Source: an optimization exercise on an open RTL-to-GDS flow (aim: a short achievable clock period and few clock cycles). Production flows keep margins and buffers that such runs may drop.
Power is estimated from default activity; no workload was simulated.

==> run a: inputs <==
==> flow/design.v <==
`timescale 1ns / 1ps
module cpu(
input clk,
input reset,
input [15:0] din,
output reg [15:0] dout,
output reg dout_valid,
output [15:0] imem_addr,
input [31:0] imem_data,
output halted
    );
 integer j;
 function [16:0] ks16;
   input [15:0] a, b;
   input        cin;
   reg   [15:0] g, p, gg, pp;
   integer i, d;
   begin
     g = a & b;
     p = a ^ b;
     gg = g;
     pp = p;
     gg[0] = g[0] | (p[0] & cin);
     for (d = 1; d < 16; d = d * 2)
       for (i = 15; i >= d; i = i - 1) begin
         gg[i] = gg[i] | (pp[i] & gg[i-d]);
         pp[i] = pp[i] & pp[i-d];
       end
     ks16[0] = p[0] ^ cin;
     for (i = 1; i < 16; i = i + 1)
       ks16[i] = p[i] ^ gg[i-1];
     ks16[16] = gg[15];
   end
 endfunction
 function [31:0] ks32;
   input [31:0] a, b;
   reg   [31:0] g, p, gg, pp;
   integer i, d;
   begin
     g = a & b;
     p = a ^ b;
     gg = g;
     pp = p;
     for (d = 1; d < 32; d = d * 2)
       for (i = 31; i >= d; i = i - 1) begin
         gg[i] = gg[i] | (pp[i] & gg[i-d]);
         pp[i] = pp[i] & pp[i-d];
       end
     ks32[0] = p[0];
     for (i = 1; i < 32; i = i + 1)
       ks32[i] = p[i] ^ gg[i-1];
   end
 endfunction
 function [63:0] csa;
   input [31:0] a, b, c;
   begin
     csa[63:32] = a ^ b ^ c;
     csa[31:0]  = {(a[30:0] & b[30:0]) | (a[30:0] & c[30:0]) | (b[30:0] & c[30:0]), 1'b0};
   end
 endfunction
 reg [15:0] PC;
 reg        halt_r;
 reg        dv;             
 reg [31:0] IR;
 reg [15:0] d_pcinc;        
 reg        ev;             
 reg [4:0]  e_rd;
 reg [3:0]  e_addr;
 reg [15:0] ea, eb;         
 reg        e_wr, e_flg, e_mul, e_st, e_stdin, e_ld;
 reg        s_sgpr, s_pa, s_pb, s_na, s_nb, s_add, s_sub, s_or, s_and,
            s_xor, s_xnor, s_nand, s_nor;
 reg [15:0] mA, mB;         
 reg        wv;             
 reg        mv;             
 reg [4:0]  w_rd;
 reg [15:0] w_data;
 reg        mzero;
 reg [31:0] mr0, mr1, mr2;  
 reg [15:0] GPR [0:31];
 reg [15:0] SGPR;
 reg        carry, zero, sign, overflow;
 reg [255:0] dmem;         
 reg [15:0] din_r;
 reg        reset_r;        
 assign imem_addr = PC;
 assign halted    = halt_r;
 wire [16:0] sum = ks16(ea, eb, 1'b0);
 wire [16:0] dif = ks16(ea, ~eb, 1'b1);      
 wire [15:0] ld_data = dmem[16*e_addr +: 16];
 wire [15:0] log_res =
      ({16{s_sgpr}} & SGPR)      | ({16{s_pa}}  & ea)            |
      ({16{s_pb}}   & eb)        | ({16{s_na}}  & ~ea)           |
      ({16{s_nb}}   & ~eb)       | ({16{s_or}}  & (ea | eb))     |
      ({16{s_and}}  & (ea & eb)) | ({16{s_xor}} & (ea ^ eb))     |
      ({16{s_xnor}} & ~(ea ^ eb))| ({16{s_nand}} & ~(ea & eb))   |
      ({16{s_nor}}  & ~(ea | eb));
 wire [15:0] e_res = s_add ? sum[15:0] : s_sub ? dif[15:0] :
                     e_ld ? ld_data : log_res;
 wire z_add = ((ea ^ eb) == {ea[14:0] | eb[14:0], 1'b0});
 wire z_sub = (ea == eb);
 wire n_zero  = s_add ? z_add : s_sub ? z_sub : ~(|log_res);
 wire n_sign  = s_add ? sum[15] : s_sub ? dif[15] : log_res[15];
 wire n_carry = s_add & sum[16];
 wire n_ovf   = (s_add & (ea[15] == eb[15]) & (sum[15] != ea[15])) |
                (s_sub & (ea[15] != eb[15]) & (dif[15] != ea[15]));
 wire e_wr_now  = ev & e_wr;
 wire e_flg_now = ev & e_flg;
 wire e_mul_now = ev & e_mul;
 wire [18:0] bz = {2'b00, mB, 1'b0};
 wire [31:0] pp [0:8];
 wire [8:0]  bneg;
 genvar gi;
 generate
   for (gi = 0; gi < 9; gi = gi + 1) begin : g_booth
     wire b2 = bz[2*gi+2], b1 = bz[2*gi+1], b0 = bz[2*gi];
     wire one = b1 ^ b0;
     wire two = (b2 & ~b1 & ~b0) | (~b2 & b1 & b0);
     wire [16:0] mag = ({17{one}} & {1'b0, mA}) | ({17{two}} & {mA, 1'b0});
     wire [31:0] row = ({15'd0, mag} ^ {32{b2}}) << (2*gi);
     assign bneg[gi] = b2;
     if (gi == 0) begin : g_first
       assign pp[gi] = row;
     end else begin : g_rest
       assign pp[gi] = row | ({31'd0, bneg[gi-1]} << (2*gi-2));
     end
   end
 endgenerate
 wire [63:0] l1a = csa(pp[0], pp[1], pp[2]);
 wire [63:0] l1b = csa(pp[3], pp[4], pp[5]);
 wire [63:0] l1c = csa(pp[6], pp[7], pp[8]);
 wire [63:0] l2a = csa(l1a[63:32], l1a[31:0], l1b[63:32]);
 wire [63:0] l2b = csa(l1b[31:0], l1c[63:32], l1c[31:0]);
 wire [63:0] l3a = csa(l2a[63:32], l2a[31:0], l2b[63:32]);
 wire [63:0] l4a  = csa(mr0, mr1, mr2);
 wire [31:0] prod = ks32(l4a[63:32], l4a[31:0]);
 wire [15:0] w_res = mv ? prod[15:0] : w_data;
 wire [4:0]  op   = IR[31:27];
 wire [4:0]  rd   = IR[26:22];
 wire [4:0]  rs1  = IR[21:17];
 wire        mode = IR[16];
 wire [4:0]  rs2  = IR[15:11];
 wire [15:0] imm  = IR[15:0];
 wire d_alu   = (op <= 5'b01011);
 wire d_mul   = (op == 5'b00100);
 wire d_cond  = (op >= 5'b10011) && (op <= 5'b11010);
 wire d_two   = (op >= 5'b00010) && (op <= 5'b01010);           
 wire reads_a = d_two | (op == 5'b01101) |
                (((op == 5'b00001) | (op == 5'b01011)) & ~mode);
 wire reads_b = d_two & ~mode;
 wire d_wr    = (d_alu & ~d_mul) | (op == 5'b01111);
 wire stall_d = dv & (
     (e_mul_now & ((reads_a & (rs1 == e_rd)) | (reads_b & (rs2 == e_rd)) |
                   (op == 5'b00000))) |
     (d_cond & (e_mul_now | (mv & ~e_flg_now))));
 wire go_d = dv & ~stall_d;
 wire e_fa = e_wr_now & (e_rd == rs1);
 wire e_fb = e_wr_now & (e_rd == rs2) & ~mode;
 wire w_fa = wv & (w_rd == rs1);
 wire w_fb = wv & (w_rd == rs2);
 wire [15:0] ra = GPR[rs1];
 wire [15:0] rb = GPR[rs2];
 wire [15:0] na_early = w_fa ? w_res : ra;
 wire [15:0] nb_early = mode ? imm : w_fb ? w_res : rb;
 wire [15:0] na = e_fa ? e_res : na_early;
 wire [15:0] nb = e_fb ? e_res : nb_early;
 wire c_zero  = e_flg_now ? n_zero  : zero;
 wire c_sign  = e_flg_now ? n_sign  : sign;
 wire c_carry = e_flg_now ? n_carry : carry;
 wire c_ovf   = e_flg_now ? n_ovf   : overflow;
 reg  taken;
 always @(*) begin
    case (op)
    5'b10011:  taken = c_carry;
    5'b10100: taken = ~c_carry;
    5'b10101:  taken = c_sign;
    5'b10110: taken = ~c_sign;
    5'b10111:  taken = c_zero;
    5'b11000: taken = ~c_zero;
    5'b11001:  taken = c_ovf;
    5'b11010: taken = ~c_ovf;
    default: taken = 1'b0;
    endcase
 end
 wire mis = go_d & d_cond & ~taken;
 wire        st_hit   = ev & e_st & (e_addr == IR[3:0]);
 wire [15:0] st_data  = e_stdin ? din_r : ea;
 wire [15:0] out_data = st_hit ? st_data : dmem[16*IR[3:0] +: 16];
 wire [4:0]  fop    = imem_data[31:27];
 wire [15:0] fimm   = imem_data[15:0];
 wire        f_pred = (fop >= 5'b10010) && (fop <= 5'b11010);
 wire [15:0] pc_inc = PC + 16'd1;
 always @(posedge clk) begin
    din_r <= din;
    if (~stall_d) begin
       IR      <= imem_data;
       d_pcinc <= pc_inc;
    end
    if (reset) begin
       PC     <= 16'd0;
       halt_r <= 1'b0;
       dv     <= 1'b0;
    end else if (mis) begin
       PC <= d_pcinc;
       dv <= 1'b0;
    end else if (~stall_d) begin
       if (~halt_r) begin
          PC <= f_pred ? fimm : pc_inc;
          if (fop == 5'b11011)
             halt_r <= 1'b1;
       end
       dv <= ~halt_r;
    end
 end
 always @(posedge clk) begin
    if (reset)
       ev <= 1'b0;
    else
       ev <= go_d;
    e_rd   <= rd;
    e_addr <= IR[3:0];
    ea     <= na;
    eb     <= nb;
    if (go_d & d_mul) begin
       mA <= na;
       mB <= nb;
    end
    e_wr    <= d_wr;
    e_flg   <= d_alu & ~d_mul;
    e_mul   <= d_mul;
    e_st    <= (op == 5'b01101) | (op == 5'b01110);
    e_stdin <= (op == 5'b01110);
    e_ld    <= (op == 5'b01111);
    s_sgpr  <= (op == 5'b00000);
    s_pa    <= (op == 5'b00001) & ~mode;
    s_pb    <= (op == 5'b00001) & mode;
    s_na    <= (op == 5'b01011) & ~mode;
    s_nb    <= (op == 5'b01011) & mode;
    s_add   <= (op == 5'b00010);
    s_sub   <= (op == 5'b00011);
    s_or    <= (op == 5'b00101);
    s_and   <= (op == 5'b00110);
    s_xor   <= (op == 5'b00111);
    s_xnor  <= (op == 5'b01000);
    s_nand  <= (op == 5'b01001);
    s_nor   <= (op == 5'b01010);
 end
 always @(posedge clk) begin
    if (reset) begin
       wv <= 1'b0;
       mv <= 1'b0;
    end else begin
       wv <= e_wr_now | e_mul_now;
       mv <= e_mul_now;
    end
    w_rd   <= e_rd;
    w_data <= e_res;
    mzero  <= (mA == 16'd0) | (mB == 16'd0);
    mr0    <= l3a[63:32];
    mr1    <= l3a[31:0];
    mr2    <= l2b[31:0];
 end
 always @(posedge clk) begin
    reset_r <= reset;
    if (reset_r) begin
       SGPR <= 16'd0;
       for (j = 0; j < 32; j = j + 1)
          GPR[j] <= 16'd0;
       carry      <= 1'b0;
       zero       <= 1'b1;
       sign       <= 1'b0;
       overflow   <= 1'b0;
    end else begin
       if (wv)
          GPR[w_rd] <= w_res;
       if (mv) begin
          SGPR     <= prod[31:16];
          zero     <= mzero;
          sign     <= prod[31];
          carry    <= 1'b0;
          overflow <= 1'b0;
       end
       if (e_flg_now) begin
          zero     <= n_zero;
          sign     <= n_sign;
          carry    <= n_carry;
          overflow <= n_ovf;
       end
    end
 end
 always @(posedge clk) begin
    for (j = 0; j < 16; j = j + 1)
       if (ev & e_st & (e_addr == j))
          dmem[16*j +: 16] <= st_data;
    dout <= out_data;    
    if (reset)
       dout_valid <= 1'b0;
    else
       dout_valid <= go_d & (op == 5'b10001);
 end
endmodule
==> flow/flow/run.sh <==
#!/bin/bash
# Standard ORFS layout; timing repair aims well below the clock period so the
# design is optimised for the period it can reach, not just for 11 ns.
set -o pipefail
export SETUP_SLACK_MARGIN=8.0
export TNS_END_PERCENT=100
export BUFFER_PORTS_ARGS="-buffer_cell sky130_fd_sc_hd__buf_4"
bash standard.sh > flow_standard.log 2>&1
==> flow/standard.sh <==
#!/bin/bash
# synth_recipe.tcl (not shown) runs the flow's synth.tcl, then flattens the netlist and writes it again
# the make line also repeats each setting of config.mk as NAME=value (left out here)
make -C /OpenROAD-flow-scripts/flow DESIGN_CONFIG=/design/flow/config.mk WORK_HOME=/design/flow/orfs CLKGATE_MAP_FILE= SYNTH_SCRIPT=/design/flow/synth_recipe.tcl "${@:-finish}"
==> flow/config.mk <==
export PLATFORM = sky130hd
export DESIGN_NAME = cpu
export DESIGN_NICKNAME = cpu
export VERILOG_FILES = /design/flow/design.v
export SDC_FILE = /design/flow/constraint.sdc
export NUM_CORES = 4
export LEC_CHECK = 0
export ABC_CLOCK_PERIOD_IN_PS = 1000
export CAP_MARGIN = 35
export CORE_MARGIN = 2
export CORE_UTILIZATION = 50
export PLACE_DENSITY = 0.65
export SLEW_MARGIN = 35
==> flow/constraint.sdc <==
create_clock -name core_clock -period 11.0 [get_ports {clk}]
set_input_delay 2.2000 -clock core_clock [delete_from_list [all_inputs] [get_ports {clk}]]
set_output_delay 2.2000 -clock core_clock [all_outputs]
set_load 0.01 [all_outputs]
==> run b: changes against run a <==
--- a/flow/design.v
+++ b/flow/design.v
@@ -65,2 +65,3 @@
  reg [15:0] d_pcinc;        
+ reg        d_same;         
  reg        ev;             
@@ -68,3 +69,6 @@
  reg [3:0]  e_addr;
- reg [15:0] ea, eb;         
+ reg [15:0] aA, aB;         
+ reg [15:0] sA, sB;         
+ reg [15:0] lA, lB;         
+ reg [15:0] stA;            
  reg        e_wr, e_flg, e_mul, e_st, e_stdin, e_ld;
@@ -87,21 +91,21 @@
  assign halted    = halt_r;
- wire [16:0] sum = ks16(ea, eb, 1'b0);
- wire [16:0] dif = ks16(ea, ~eb, 1'b1);      
+ wire [16:0] sum = ks16(aA, aB, 1'b0);
+ wire [16:0] dif = ks16(sA, ~sB, 1'b1);      
  wire [15:0] ld_data = dmem[16*e_addr +: 16];
  wire [15:0] log_res =
-      ({16{s_sgpr}} & SGPR)      | ({16{s_pa}}  & ea)            |
-      ({16{s_pb}}   & eb)        | ({16{s_na}}  & ~ea)           |
-      ({16{s_nb}}   & ~eb)       | ({16{s_or}}  & (ea | eb))     |
-      ({16{s_and}}  & (ea & eb)) | ({16{s_xor}} & (ea ^ eb))     |
-      ({16{s_xnor}} & ~(ea ^ eb))| ({16{s_nand}} & ~(ea & eb))   |
-      ({16{s_nor}}  & ~(ea | eb));
- wire [15:0] e_res = s_add ? sum[15:0] : s_sub ? dif[15:0] :
-                     e_ld ? ld_data : log_res;
- wire z_add = ((ea ^ eb) == {ea[14:0] | eb[14:0], 1'b0});
- wire z_sub = (ea == eb);
+      ({16{s_sgpr}} & SGPR)      | ({16{s_pa}}  & lA)            |
+      ({16{s_pb}}   & lB)        | ({16{s_na}}  & ~lA)           |
+      ({16{s_nb}}   & ~lB)       | ({16{s_or}}  & (lA | lB))     |
+      ({16{s_and}}  & (lA & lB)) | ({16{s_xor}} & (lA ^ lB))     |
+      ({16{s_xnor}} & ~(lA ^ lB))| ({16{s_nand}} & ~(lA & lB))   |
+      ({16{s_nor}}  & ~(lA | lB));
+ wire [15:0] e_res = sum[15:0] | dif[15:0] | log_res | ({16{e_ld}} & ld_data);
+ wire z_add = ((aA ^ aB) == {aA[14:0] | aB[14:0], 1'b0});
+ wire z_sub = (sA == sB);
  wire n_zero  = s_add ? z_add : s_sub ? z_sub : ~(|log_res);
- wire n_sign  = s_add ? sum[15] : s_sub ? dif[15] : log_res[15];
- wire n_carry = s_add & sum[16];
- wire n_ovf   = (s_add & (ea[15] == eb[15]) & (sum[15] != ea[15])) |
-                (s_sub & (ea[15] != eb[15]) & (dif[15] != ea[15]));
+ wire n_sign  = sum[15] | dif[15] | log_res[15];
+ wire n_carry = sum[16];
+ wire n_ovf   = ((aA[15] == aB[15]) & (sum[15] != aA[15])) |
+                ((sA[15] != sB[15]) & (dif[15] != sA[15]));
+ wire mz_now = (mA == 16'd0) | (mB == 16'd0);    
  wire e_wr_now  = ev & e_wr;
@@ -146,2 +150,3 @@
  wire d_cond  = (op >= 5'b10011) && (op <= 5'b11010);
+ wire d_sgn   = (op == 5'b10101) | (op == 5'b10110);
  wire d_two   = (op >= 5'b00010) && (op <= 5'b01010);           
@@ -151,2 +156,4 @@
  wire d_wr    = (d_alu & ~d_mul) | (op == 5'b01111);
+ wire d_log   = (op == 5'b00001) | (op == 5'b01011) |
+                ((op >= 5'b00101) && (op <= 5'b01010));
  wire stall_d = dv & (
@@ -154,3 +161,3 @@
                    (op == 5'b00000))) |
-     (d_cond & (e_mul_now | (mv & ~e_flg_now))));
+     (d_sgn & (e_mul_now | (mv & ~e_flg_now))));
  wire go_d = dv & ~stall_d;
@@ -166,6 +173,7 @@
  wire [15:0] nb = e_fb ? e_res : nb_early;
- wire c_zero  = e_flg_now ? n_zero  : zero;
+ wire mul_flg = e_mul_now | (mv & ~e_flg_now);
+ wire c_zero  = e_flg_now ? n_zero  : e_mul_now ? mz_now : mv ? mzero : zero;
  wire c_sign  = e_flg_now ? n_sign  : sign;
- wire c_carry = e_flg_now ? n_carry : carry;
- wire c_ovf   = e_flg_now ? n_ovf   : overflow;
+ wire c_carry = e_flg_now ? n_carry : ~mul_flg & carry;
+ wire c_ovf   = e_flg_now ? n_ovf   : ~mul_flg & overflow;
  reg  taken;
@@ -184,5 +192,5 @@
  end
- wire mis = go_d & d_cond & ~taken;
+ wire mis = go_d & d_cond & ~taken & ~d_same;
  wire        st_hit   = ev & e_st & (e_addr == IR[3:0]);
- wire [15:0] st_data  = e_stdin ? din_r : ea;
+ wire [15:0] st_data  = stA | ({16{e_stdin}} & din_r);
  wire [15:0] out_data = st_hit ? st_data : dmem[16*IR[3:0] +: 16];
@@ -192,2 +200,3 @@
  wire [15:0] pc_inc = PC + 16'd1;
+ wire        f_same = (fimm == pc_inc);
  always @(posedge clk) begin
@@ -197,2 +206,3 @@
        d_pcinc <= pc_inc;
+       d_same  <= f_same;
     end
@@ -221,8 +231,11 @@
     e_addr <= IR[3:0];
-    ea     <= na;
-    eb     <= nb;
-    if (go_d & d_mul) begin
-       mA <= na;
-       mB <= nb;
-    end
+    aA     <= (go_d & (op == 5'b00010)) ? na : 16'd0;
+    aB     <= (go_d & (op == 5'b00010)) ? nb : 16'd0;
+    sA     <= (go_d & (op == 5'b00011)) ? na : 16'd0;
+    sB     <= (go_d & (op == 5'b00011)) ? nb : 16'd0;
+    lA     <= (go_d & d_log) ? na : 16'd0;
+    lB     <= (go_d & d_log) ? nb : 16'd0;
+    stA    <= (go_d & (op == 5'b01101)) ? na : 16'd0;
+    mA     <= (go_d & d_mul) ? na : 16'd0;
+    mB     <= (go_d & d_mul) ? nb : 16'd0;
     e_wr    <= d_wr;
@@ -257,3 +270,3 @@
     w_data <= e_res;
-    mzero  <= (mA == 16'd0) | (mB == 16'd0);
+    mzero  <= mz_now;
     mr0    <= l3a[63:32];
Settings changed: CTS_CLUSTER_DIAMETER set to 100, CTS_CLUSTER_SIZE set to 20.
==> qor summary <==
First-pass GRT wire length: run b 306,200 um; run a 298,300 um
CP Data Required Time: run b 11.58 ns; run a 11.66 ns
Sequential standard cell area: run b 31,960 um^2; run a 30,570 um^2
Status: run b complete, no violations; run a complete, no violations
Routed via count: run b 46,887; run a 46,441
Most frequent standard cell in the layout excluding fill and tap cells: run b nor2_1; run a edfxtp_1
Die height: run b 361.4 um; run a 356.7 um
Area added between synthesis and finish: run b 19.32%; run a 24.90%
Layout cells sized above 1: run b 32.57%; run a 37.82%
WHS Endpoint: run b e_rd[4]$_DFF_P_; run a e_rd[2]$_DFF_P_
Internal Dissipation: run b 6624 uW; run a 7914 uW
Post-layout instance count excluding filler cells: run b 7,021; run a 7,076
Synth Area in Compound Gates: run b 8.335%; run a 7.917%
Final worst-path setup slack: run b 7.363 ns; run a 7.259 ns
Post-synth EDFFs: run b 817; run a 848
Detailed-routed wire length on met2: run b 102,600 um; run a 98,640 um
DIE AREA: run b 130,600 um^2; run a 127,200 um^2
Function was not checked in any run of this note: the RTL went through the layout flow alone.

## port drivers added, routing unchanged
The results above use ideal ports. As a check the final layouts listed here were re-extracted and re-timed, cells and wires unchanged.
Step 1 assumes that a clkbuf_16 drives the clock port and a buf_2 every other input.
Step 2 also shifts input and output timing later by t, the mid clock arrival at the registers, as if the neighbouring blocks saw the same clock.
Three values: ideal ports, drivers, drivers and shift; two values: the first two.
run | shift t [ns] | slack for setup (ns) | pins driven straight from the clock port
run a | 0.819 | 7.259 / 7.259 / 7.110 | 1
run b | 0.760 | 7.363 / 7.363 / 7.083 | 1
After both steps every run listed still meets setup and hold. The setup slack of run b, which loses most, moves by 0.000 ns with the drivers and by -0.280 ns with both steps.
